This design comes from an exercise in tuning for small area on the open sky130 flow, not from production work.
At most, simulation tests tie the RTL to the original design; equivalence was not proved.
The clock input has no modelled driver; a real chip could not lean on it and would need a root buffer or a full tree.

==> inputs of violet <==
==> flow/design.v <==
module RETO(
    input Rx,
    input CLK,
    input RST,
    output INA,
    output INA2,
    output INB,
    output INB2,
    output DO,
    output LAT,
    output STB,
    output CLKimpr
);
reg [12:0] rxs;
wire rxtick = (rxs == 13'd6713);
always @(posedge CLK) begin
    if (RST)
        rxs <= 13'd7005;
    else if (rxtick)
        rxs <= 0;
    else
        rxs <= {rxs[11:0], ~(rxs[12] ^ rxs[0])};
end
reg [3:0] st;
reg       DI;            
reg [8:0] L;
wire cand   = (st == 4'd1) || (st == 4'd5);
wire L_end  = (L & 9'd387) == 9'd387;
wire env    = st[1] && !st[0] && !st[3] && (L != 0) &&
              !(L[8] && L[7] && (L[1] || L[0]));
always @(posedge CLK) begin
    if (RST) begin
        st  <= 0;
        L   <= 0;
    end else if (rxtick) begin
        if (st == 4'd0)
            st <= Rx ? 4'd0 : 4'd1;
        else if (st == 4'd9)
            st <= 4'd0;
        else
            st <= st + 1'b1;
        if (cand)
            L <= L_end ? 9'd0 : L + 1'b1;
    end
end
always @(posedge CLK)
    if (rxtick)
        DI <= Rx;
reg [5:0] cl;
reg       ch;
reg       ph;
wire cl_end = (cl & 6'd62) == 6'd62;            
wire edtick = cl_end && ch && !ph;
always @(posedge CLK) begin
    if (RST) begin
        cl <= 0;
        ch <= 0;
        ph <= 0;
    end else if (cl_end) begin
        cl <= 0;
        ch <= ~ch;
        if (ch)
            ph <= ~ph;
    end else begin
        cl <= cl + 1'b1;
    end
end
reg       env2;
reg [8:0] K;
wire start = env && !env2 && (L[5:0] == 6'd0);
always @(posedge CLK) begin
    if (RST) begin
        env2 <= 0;
        K    <= 9'd448;
    end else if (edtick) begin
        env2 <= env;
        if (start)
            K <= 0;
        else if (K[8:6] != 3'd7)
            K <= K + 1'b1;
    end
end
wire en = (K != 0) && (K <= 9'd385);
assign CLKimpr = en && !ph;
reg [62:0] ring;
reg        S;
reg        DOr;
wire [5:0] wslot = (&L[5:0]) ? 6'd1 : L[5:0];
wire [5:0] rslot = (&K[5:0]) ? 6'd1 : K[5:0];
wire wr    = env && (cl == wslot);
wire kread = ((K[8:6] == 3'd0) && (K[5:1] != 5'd0)) || (K == 9'd64);   
wire rd    = kread && (cl == rslot);
wire rd0   = env && (L[5:0] == 6'd1);
always @(posedge CLK) begin
    ring <= {wr ? DI : ring[0], ring[62:1]};
    if (rd)
        S <= ring[0];
    else if (rd0)
        S <= DI;
end
always @(posedge CLK) begin
    if (RST)
        DOr <= 0;
    else if (edtick)
        DOr <= (K != 0) && (K <= 9'd64) && S;
end
assign DO = DOr;
wire [2:0] q  = (L[8:6] == 3'd0) ? 3'd6 : L[8:6];
wire       kq = (K[8:6] == q);
wire [5:0] d  = K[5:0];
assign LAT = kq && (d == 6'd1) && !ph && !ch && (cl >= 6'd6) && (cl <= 6'd15);
assign STB = kq && (((d == 6'd1) && !ph && (ch || (cl >= 6'd17))) ||
                    ((d >= 6'd2) && (d <= 6'd10)) ||
                    ((d == 6'd11) && ph && (!ch || (cl <= 6'd59))));
wire x2 = kq && (d == 6'd1) && !ph && !ch && (cl == 6'd20);
reg        menab;
reg [16:0] cM;
wire ph20 = !ph && !ch && (cl == 6'd20);
wire ph41 = !ph && !ch && (cl == 6'd41);
reg  cMstep;
wire x1 = kq && (d == 6'd1);
always @(posedge CLK)
    cMstep <= !ph && !ch && (cl == 6'd19) && (menab || x1);
wire mon  = !menab && cM[4] && cMstep;
wire moff = menab && ph41 && (cM == 17'd46593);
always @(posedge CLK) begin
    if (RST)
        menab <= 0;
    else if (mon)
        menab <= 1;
    else if (moff)
        menab <= 0;
end
always @(posedge CLK) begin
    if (RST || mon || moff)
        cM <= 0;
    else if (cMstep)
        cM <= {cM[15:0], ~(cM[16] ^ cM[1])};
end
reg [15:0] lo;
reg        h;
reg [3:0]  km;
reg        pw;           
wire lo_end = (lo == 16'd33928);
always @(posedge CLK) begin
    if (RST) begin
        lo <= 16'd33928;
        h  <= 1'b1;
        km <= 0;
    end else if (lo_end) begin
        lo <= 0;
        h  <= ~h;
        km <= {km[2:0], ~(km[3] ^ km[0])};
    end else begin
        lo <= {lo[14:0], ~(lo[15] ^ lo[2])};
    end
end
always @(posedge CLK) begin
    if (RST)
        pw <= 0;
    else if (lo_end && h)
        pw <= 1;
    else if (h && (lo == 16'd42215))
        pw <= 0;
end
reg [3:0] PASO;
wire ptick = (km == 4'd6) && (lo == 16'd31823);
always @(posedge CLK) begin
    if (RST)
        PASO <= 0;
    else if (ptick) begin
        if (menab)
            case (PASO)
                4'b0000: PASO <= 4'b0001;
                4'b0001: PASO <= 4'b0101;
                4'b0101: PASO <= 4'b0100;
                4'b0100: PASO <= 4'b0110;
                4'b0110: PASO <= 4'b0010;
                4'b0010: PASO <= 4'b1010;
                4'b1010: PASO <= 4'b1000;
                4'b1000: PASO <= 4'b1001;
                4'b1001: PASO <= 4'b0001;
                default: PASO <= PASO;
            endcase
        else
            PASO <= 0;
    end
end
assign INA  = pw && PASO[3];
assign INA2 = pw && PASO[2];
assign INB  = pw && PASO[1];
assign INB2 = pw && PASO[0];
endmodule
==> flow/flow/run.sh <==
#!/bin/bash
# The standard layout (standard.sh) with three changes made through ORFS's
# own variables: after floorplan, logic gates that synthesis sized up get the
# smallest cell of their family (flow/downsize.tcl); the ports are buffered
# with buf_1 cells; and the clock tree is a root clkbuf_8 driving as few leaf
# clkbuf_8 as keep the clock-pin slew low (flow/clocktree.tcl, in place of
# clock_tree_synthesis). The make output goes to standard.log.
set -euo pipefail
here=$(pwd)
export POST_FLOORPLAN_TCL="$here/flow/downsize.tcl"
export BUFFER_PORTS_ARGS="-buffer_cell sky130_fd_sc_hd__buf_1"
export PRE_CTS_TCL="$here/flow/clocktree.tcl"
bash standard.sh > standard.log 2>&1
==> flow/flow/clocktree.tcl <==
# Run before clock tree synthesis (PRE_CTS_TCL): build the clock tree by
# hand and turn clock_tree_synthesis into a no-op. The clock port drives one
# root clkbuf_8; the root drives N leaf clkbuf_8, each placed at the centre of
# a group of flip-flops (k-means on their positions) and driving that group's
# clock pins. N starts at ceil(sinks / 20) and grows until the worst estimated
# clock-pin slew is at most 100 ps.

proc mct_centres { sinks nbuf } {
  set n [llength $sinks]
  set sorted [lsort -real -index 1 $sinks]
  set cx {}; set cy {}
  for {set k 0} {$k < $nbuf} {incr k} {
    set s [lindex $sorted [expr {int(($k + 0.5) * $n / $nbuf)}]]
    lappend cx [lindex $s 1]; lappend cy [lindex $s 2]
  }
  for {set iter 0} {$iter < 60} {incr iter} {
    set assign {}
    foreach s $sinks {
      set best 0; set bd 1e30
      for {set k 0} {$k < $nbuf} {incr k} {
        set d [expr {abs([lindex $s 1] - [lindex $cx $k]) + abs([lindex $s 2] - [lindex $cy $k])}]
        if {$d < $bd} { set bd $d; set best $k }
      }
      lappend assign $best
    }
    set sx [lrepeat $nbuf 0.0]; set sy [lrepeat $nbuf 0.0]; set cnt [lrepeat $nbuf 0]
    foreach s $sinks a $assign {
      lset sx $a [expr {[lindex $sx $a] + [lindex $s 1]}]
      lset sy $a [expr {[lindex $sy $a] + [lindex $s 2]}]
      lset cnt $a [expr {[lindex $cnt $a] + 1}]
    }
    for {set k 0} {$k < $nbuf} {incr k} {
      if {[lindex $cnt $k] > 0} {
        lset cx $k [expr {[lindex $sx $k] / [lindex $cnt $k]}]
        lset cy $k [expr {[lindex $sy $k] / [lindex $cnt $k]}]
      }
    }
  }
  return [list $cx $cy $assign $cnt]
}

proc mct_build { clknet sinks nbuf bufcell } {
  set block [ord::get_db_block]
  set db [ord::get_db]
  lassign [mct_centres $sinks $nbuf] cx cy assign cnt
  set master [$db findMaster $bufcell]
  set made {}
  set root [odb::dbInst_create $block $master "clkbuf_man_root"]
  set rnet [odb::dbNet_create $block "clknet_man_root"]
  $rnet setSigType CLOCK
  [$root findITerm A] connect $clknet
  [$root findITerm X] connect $rnet
  set mx 0.0; set my 0.0
  for {set k 0} {$k < $nbuf} {incr k} {
    set mx [expr {$mx + [lindex $cx $k] / $nbuf}]
    set my [expr {$my + [lindex $cy $k] / $nbuf}]
  }
  $root setLocation [expr {int($mx)}] [expr {int($my)}]
  $root setPlacementStatus PLACED
  lappend made [list $root $rnet]
  set nets {}
  for {set k 0} {$k < $nbuf} {incr k} {
    set inst [odb::dbInst_create $block $master "clkbuf_man_$k"]
    set net [odb::dbNet_create $block "clknet_man_$k"]
    $net setSigType CLOCK
    [$inst findITerm A] connect $rnet
    [$inst findITerm X] connect $net
    $inst setLocation [expr {int([lindex $cx $k])}] [expr {int([lindex $cy $k])}]
    $inst setPlacementStatus PLACED
    lappend nets $net
    lappend made [list $inst $net]
  }
  foreach s $sinks a $assign {
    set it [lindex $s 0]
    $it disconnect
    $it connect [lindex $nets $a]
  }
  puts "manual clock tree: [llength $sinks] sinks, root + $nbuf x $bufcell, group sizes $cnt"
  return $made
}

proc mct_undo { clknet sinks made } {
  foreach s $sinks {
    set it [lindex $s 0]
    $it disconnect
    $it connect $clknet
  }
  foreach m $made {
    lassign $m inst net
    odb::dbInst_destroy $inst
    odb::dbNet_destroy $net
  }
}

proc mct_worst_slew { } {
  estimate_parasitics -placement
  set worst 0
  foreach pin [get_pins -hierarchical */CLK] {
    set s [get_property $pin slew_max]
    if {$s > $worst} { set worst $s }
  }
  return $worst
}

proc manual_clock_tree { bufcell target_ns } {
  set block [ord::get_db_block]
  set clknet [[$block findBTerm CLK] getNet]
  set sinks {}
  foreach it [$clknet getITerms] {
    set bb [[$it getInst] getBBox]
    lappend sinks [list $it [expr {([$bb xMin] + [$bb xMax]) / 2.0}] [expr {([$bb yMin] + [$bb yMax]) / 2.0}]]
  }
  set nbuf [expr {([llength $sinks] + 19) / 20}]
  while {1} {
    set made [mct_build $clknet $sinks $nbuf $bufcell]
    set_propagated_clock [all_clocks]
    set w [mct_worst_slew]
    puts "manual clock tree: $nbuf leaves, worst estimated clock-pin slew [format %.1f [expr {$w * 1000}]] ps"
    if {$w <= $target_ns || $nbuf >= 40} { break }
    mct_undo $clknet $sinks $made
    incr nbuf
  }
}

manual_clock_tree sky130_fd_sc_hd__clkbuf_8 0.100
rename clock_tree_synthesis {}
proc clock_tree_synthesis { args } {
  puts "clock_tree_synthesis skipped: the clock tree was built by flow/clocktree.tcl"
}
==> flow/flow/downsize.tcl <==
# Run after floorplan (POST_FLOORPLAN_TCL): give every logic gate that
# synthesis sized up the smallest-area cell of its own family (same function
# and pins, another drive strength). Flip-flops, buffers and physical cells
# are left alone; the placement's repair step sizes up again where needed.
set db [ord::get_db]
set dont_use $::env(DONT_USE_CELLS)
array set best {}
foreach lib [$db getLibs] {
  foreach m [$lib getMasters] {
    set name [$m getName]
    if {[lsearch -exact $dont_use $name] >= 0} { continue }
    if {![regexp {^(sky130_fd_sc_hd__[a-z0-9]+)_([0-9]+)$} $name -> base drive]} { continue }
    set a [expr {[$m getWidth] * [$m getHeight]}]
    if {![info exists best($base)] || $a < [lindex $best($base) 1]} {
      set best($base) [list $m $a]
    }
  }
}
set swapped 0
foreach inst [[ord::get_db_block] getInsts] {
  set name [[$inst getMaster] getName]
  if {![regexp {^(sky130_fd_sc_hd__[a-z0-9]+)_([0-9]+)$} $name -> base drive]} { continue }
  if {[regexp {__(df|edf|sdf|dl|buf|clk|tap|fill|decap|conb|diode|probe|lpflow)} $name]} { continue }
  if {![info exists best($base)]} { continue }
  set m [lindex $best($base) 0]
  if {[$m getName] ne $name} {
    if {[$inst swapMaster $m]} { incr swapped }
  }
}
puts "downsize: $swapped cells swapped to their family's smallest cell"
==> flow/standard.sh <==
#!/bin/bash
# synth_recipe.tcl (not shown) runs the flow's synth.tcl, then flattens the netlist and writes it again
# the make line also repeats each setting of config.mk as NAME=value (left out here)
make -C /OpenROAD-flow-scripts/flow DESIGN_CONFIG=/design/flow/config.mk WORK_HOME=/design/flow/orfs CLKGATE_MAP_FILE= SYNTH_SCRIPT=/design/flow/synth_recipe.tcl "${@:-finish}"
==> flow/config.mk <==
export PLATFORM = sky130hd
export DESIGN_NAME = RETO
export DESIGN_NICKNAME = RETO
export VERILOG_FILES = /design/flow/design.v
export SDC_FILE = /design/flow/constraint.sdc
export NUM_CORES = 4
export LEC_CHECK = 0
export CAP_MARGIN = 20
export CORE_MARGIN = 2
export CORE_UTILIZATION = 70
export SLEW_MARGIN = 20
==> flow/constraint.sdc <==
create_clock -name core_clock -period 20.0 [get_ports {CLK}]
set_input_delay 4.0000 -clock core_clock [delete_from_list [all_inputs] [get_ports {CLK}]]
set_output_delay 4.0000 -clock core_clock [all_outputs]
set_load 0.01 [all_outputs]
==> umber: changes against violet <==
--- a/flow/flow/clocktree.tcl
+++ b/flow/flow/clocktree.tcl
@@ -1,7 +1 @@
-# Run before clock tree synthesis (PRE_CTS_TCL): build the clock tree by
-# hand and turn clock_tree_synthesis into a no-op. The clock port drives one
-# root clkbuf_8; the root drives N leaf clkbuf_8, each placed at the centre of
-# a group of flip-flops (k-means on their positions) and driving that group's
-# clock pins. N starts at ceil(sinks / 20) and grows until the worst estimated
-# clock-pin slew is at most 100 ps.
 
@@ -9,2 +3,3 @@
   set n [llength $sinks]
+  set cap [expr {($n + $nbuf - 1) / $nbuf + 1}]
   set sorted [lsort -real -index 1 $sinks]
@@ -15,11 +10,20 @@
   }
-  for {set iter 0} {$iter < 60} {incr iter} {
-    set assign {}
+  for {set iter 0} {$iter < 30} {incr iter} {
+    # capacitated assignment: nearest free centre first, at most cap sinks
+    # per centre, so the leaf loads stay balanced
+    set pairs {}
+    set i 0
     foreach s $sinks {
-      set best 0; set bd 1e30
       for {set k 0} {$k < $nbuf} {incr k} {
-        set d [expr {abs([lindex $s 1] - [lindex $cx $k]) + abs([lindex $s 2] - [lindex $cy $k])}]
-        if {$d < $bd} { set bd $d; set best $k }
+        lappend pairs [list [expr {abs([lindex $s 1] - [lindex $cx $k]) + abs([lindex $s 2] - [lindex $cy $k])}] $i $k]
       }
-      lappend assign $best
+      incr i
+    }
+    set assign [lrepeat $n -1]
+    set load [lrepeat $nbuf 0]
+    foreach p [lsort -real -index 0 $pairs] {
+      lassign $p d i k
+      if {[lindex $assign $i] >= 0 || [lindex $load $k] >= $cap} { continue }
+      lset assign $i $k
+      lset load $k [expr {[lindex $load $k] + 1}]
     }
@@ -124,3 +128,3 @@
 
-manual_clock_tree sky130_fd_sc_hd__clkbuf_8 0.100
+manual_clock_tree sky130_fd_sc_hd__clkbuf_8 0.110
 rename clock_tree_synthesis {}
==> indigo: changes against violet <==
==> flow/flow/run.sh (replaced) <==
#!/bin/bash
# The standard layout (standard.sh) with three changes made through ORFS's
# own variables: after floorplan, logic gates that synthesis sized up get the
# smallest cell of their family (flow/downsize.tcl); the ports are buffered
# with buf_1 cells; clock tree synthesis inserts no dummy loads and builds the
# tree from clkbuf_8 buffers only. The make output goes to standard.log.
set -euo pipefail
here=$(pwd)
export POST_FLOORPLAN_TCL="$here/flow/downsize.tcl"
export BUFFER_PORTS_ARGS="-buffer_cell sky130_fd_sc_hd__buf_1"
export CTS_ARGS="-sink_clustering_enable -repair_clock_nets -dont_use_dummy_load -buf_list sky130_fd_sc_hd__clkbuf_8"
bash standard.sh > standard.log 2>&1
--- a/flow/config.mk
+++ b/flow/config.mk
@@ -9,3 +9,3 @@
 export CORE_MARGIN = 2
-export CORE_UTILIZATION = 70
+export CORE_UTILIZATION = 40
 export SLEW_MARGIN = 20
removed: flow/flow/clocktree.tcl
==> quartz: changes against violet <==
--- a/flow/design.v
+++ b/flow/design.v
@@ -67,12 +67,17 @@
 end
-reg       env2;
+reg       pend;
 reg [8:0] K;
-wire start = env && !env2 && (L[5:0] == 6'd0);
 always @(posedge CLK) begin
-    if (RST) begin
-        env2 <= 0;
-        K    <= 9'd448;
-    end else if (edtick) begin
-        env2 <= env;
-        if (start)
+    if (RST)
+        pend <= 0;
+    else if (rxtick && cand && (&L[5:0]))
+        pend <= 1;
+    else if (edtick)
+        pend <= 0;
+end
+always @(posedge CLK) begin
+    if (RST)
+        K <= 9'd448;
+    else if (edtick) begin
+        if (pend)
             K <= 0;
@@ -114,3 +119,2 @@
                     ((d == 6'd11) && ph && (!ch || (cl <= 6'd59))));
-wire x2 = kq && (d == 6'd1) && !ph && !ch && (cl == 6'd20);
 reg        menab;
@@ -122,3 +126,3 @@
 always @(posedge CLK)
-    cMstep <= !ph && !ch && (cl == 6'd19) && (menab || x1);
+    cMstep <= !RST && !ph && !ch && (cl == 6'd19) && (menab || x1);
 wire mon  = !menab && cM[4] && cMstep;
--- a/flow/flow/clocktree.tcl
+++ b/flow/flow/clocktree.tcl
@@ -1,7 +1 @@
-# Run before clock tree synthesis (PRE_CTS_TCL): build the clock tree by
-# hand and turn clock_tree_synthesis into a no-op. The clock port drives one
-# root clkbuf_8; the root drives N leaf clkbuf_8, each placed at the centre of
-# a group of flip-flops (k-means on their positions) and driving that group's
-# clock pins. N starts at ceil(sinks / 20) and grows until the worst estimated
-# clock-pin slew is at most 100 ps.
 
@@ -9,2 +3,3 @@
   set n [llength $sinks]
+  set cap [expr {($n + $nbuf - 1) / $nbuf + 1}]
   set sorted [lsort -real -index 1 $sinks]
@@ -15,11 +10,20 @@
   }
-  for {set iter 0} {$iter < 60} {incr iter} {
-    set assign {}
+  for {set iter 0} {$iter < 30} {incr iter} {
+    # capacitated assignment: nearest free centre first, at most cap sinks
+    # per centre, so the leaf loads stay balanced
+    set pairs {}
+    set i 0
     foreach s $sinks {
-      set best 0; set bd 1e30
       for {set k 0} {$k < $nbuf} {incr k} {
-        set d [expr {abs([lindex $s 1] - [lindex $cx $k]) + abs([lindex $s 2] - [lindex $cy $k])}]
-        if {$d < $bd} { set bd $d; set best $k }
+        lappend pairs [list [expr {abs([lindex $s 1] - [lindex $cx $k]) + abs([lindex $s 2] - [lindex $cy $k])}] $i $k]
       }
-      lappend assign $best
+      incr i
+    }
+    set assign [lrepeat $n -1]
+    set load [lrepeat $nbuf 0]
+    foreach p [lsort -real -index 0 $pairs] {
+      lassign $p d i k
+      if {[lindex $assign $i] >= 0 || [lindex $load $k] >= $cap} { continue }
+      lset assign $i $k
+      lset load $k [expr {[lindex $load $k] + 1}]
     }
@@ -124,3 +128,3 @@
 
-manual_clock_tree sky130_fd_sc_hd__clkbuf_8 0.100
+manual_clock_tree sky130_fd_sc_hd__clkbuf_8 0.110
 rename clock_tree_synthesis {}
==> results.sh <==
export IMPL_outcome="finished clean"
export IMPL_p_switching_uw=94.90
export IMPL_die_area_mm2=0.008925
export IMPL_rows=32
export IMPL_fin_cells=665
export IMPL_crit_path_start="K[2]$_SDFFE_PP0P_"
export IMPL_layout_common_cells="153 x dfxtp_1, 65 x nor2_1, 30 x nand2_1"
export IMPL_place_area_mm2=0.005724
export IMPL_skew_ps=23.52
export IMPL_synthSimpleGateAreaFrac_pct=23.48
export IMPL_slowest_stage="or4_1"
export IMPL_cp_max_fo=13
export IMPL_gp_congestion=0.8736
export IMPL_path_clk_slew_ps=100
export IMPL_dr_pass1_iters=5
export IMPL_r2r_start="K[2]$_SDFFE_PP0P_"
-- figures above: umber

==> results.sh <==
export IMPL_crit_path_start="L[6]$_SDFFE_PP0P_"
export IMPL_fin_cells=750
export IMPL_slowest_stage="nor4b_1"
export IMPL_outcome="finished clean"
export IMPL_skew_ps=35.51
export IMPL_rows=43
export IMPL_synthSimpleGateAreaFrac_pct=23.48
export IMPL_gp_congestion=0.8632
export IMPL_path_clk_slew_ps=80
export IMPL_r2r_start="K[2]$_SDFFE_PP0P_"
export IMPL_dr_pass1_iters=5
export IMPL_cp_max_fo=6
-- figures above: indigo

==> results.sh <==
export IMPL_dr_pass1_iters=4
export IMPL_r2r_start="K[0]$_SDFFE_PP0P_"
export IMPL_slowest_stage="dfxtp_1"
export IMPL_layout_common_cells="153 x dfxtp_1, 62 x nor2_1, 31 x nand2_1"
export IMPL_gp_congestion=0.9146
export IMPL_synthSimpleGateAreaFrac_pct=21.85
export IMPL_fin_cells=655
export IMPL_p_switching_uw=94.62
export IMPL_outcome="finished clean"
export IMPL_die_h_um=94.31
export IMPL_place_area_mm2=0.005663
export IMPL_skew_ps=22.40
export IMPL_rows=32
-- figures above: quartz

==> results.sh <==
export IMPL_r2r_start="K[0]$_SDFFE_PP0P_"
export IMPL_p_switching_uw=99.46
export IMPL_rows=32
export IMPL_synthSimpleGateAreaFrac_pct=23.48
export IMPL_fin_cells=669
export IMPL_place_area_mm2=0.005724
export IMPL_crit_path_start="L[6]$_SDFFE_PP0P_"
export IMPL_layout_common_cells="153 x dfxtp_1, 65 x nor2_1, 30 x nand2_1"
export IMPL_cp_max_fo=6
export IMPL_outcome="finished clean"
-- figures above: violet

For violet, umber and indigo, only the layout was checked, not whether the RTL still works. The clock cells of violet, umber and quartz come from the design's own scripts or RTL, not from TritonCTS.

-- separate check: timing with driven ports --
How much do the figures lean on ideal ports? The routed layouts below were timed once more, with nothing changed but the port constraints. Step 1 assumes that a clkbuf_16 drives the clock port and a buf_2 every other input. Step 2 also shifts input and output timing later by t, the mid clock arrival at the registers, as if the neighbouring blocks saw the same clock. Slacks: ideal / step 1 / step 2; pairs: ideal / step 1.
run | t, ns | setup slack, ns | latest minus earliest clock arrival (ns)
violet | 0.444 | 13.740 / 13.711 / 14.154 | 0.037 / 0.037
umber | 0.415 | 13.761 / 13.730 / 14.145 | 0.023 / 0.024
indigo | 0.462 | 13.732 / 13.695 / 14.156 | 0.039 / 0.039
quartz | 0.417 | 13.635 / 13.606 / 14.023 | 0.022 / 0.022
After both steps every run listed still meets setup and hold.
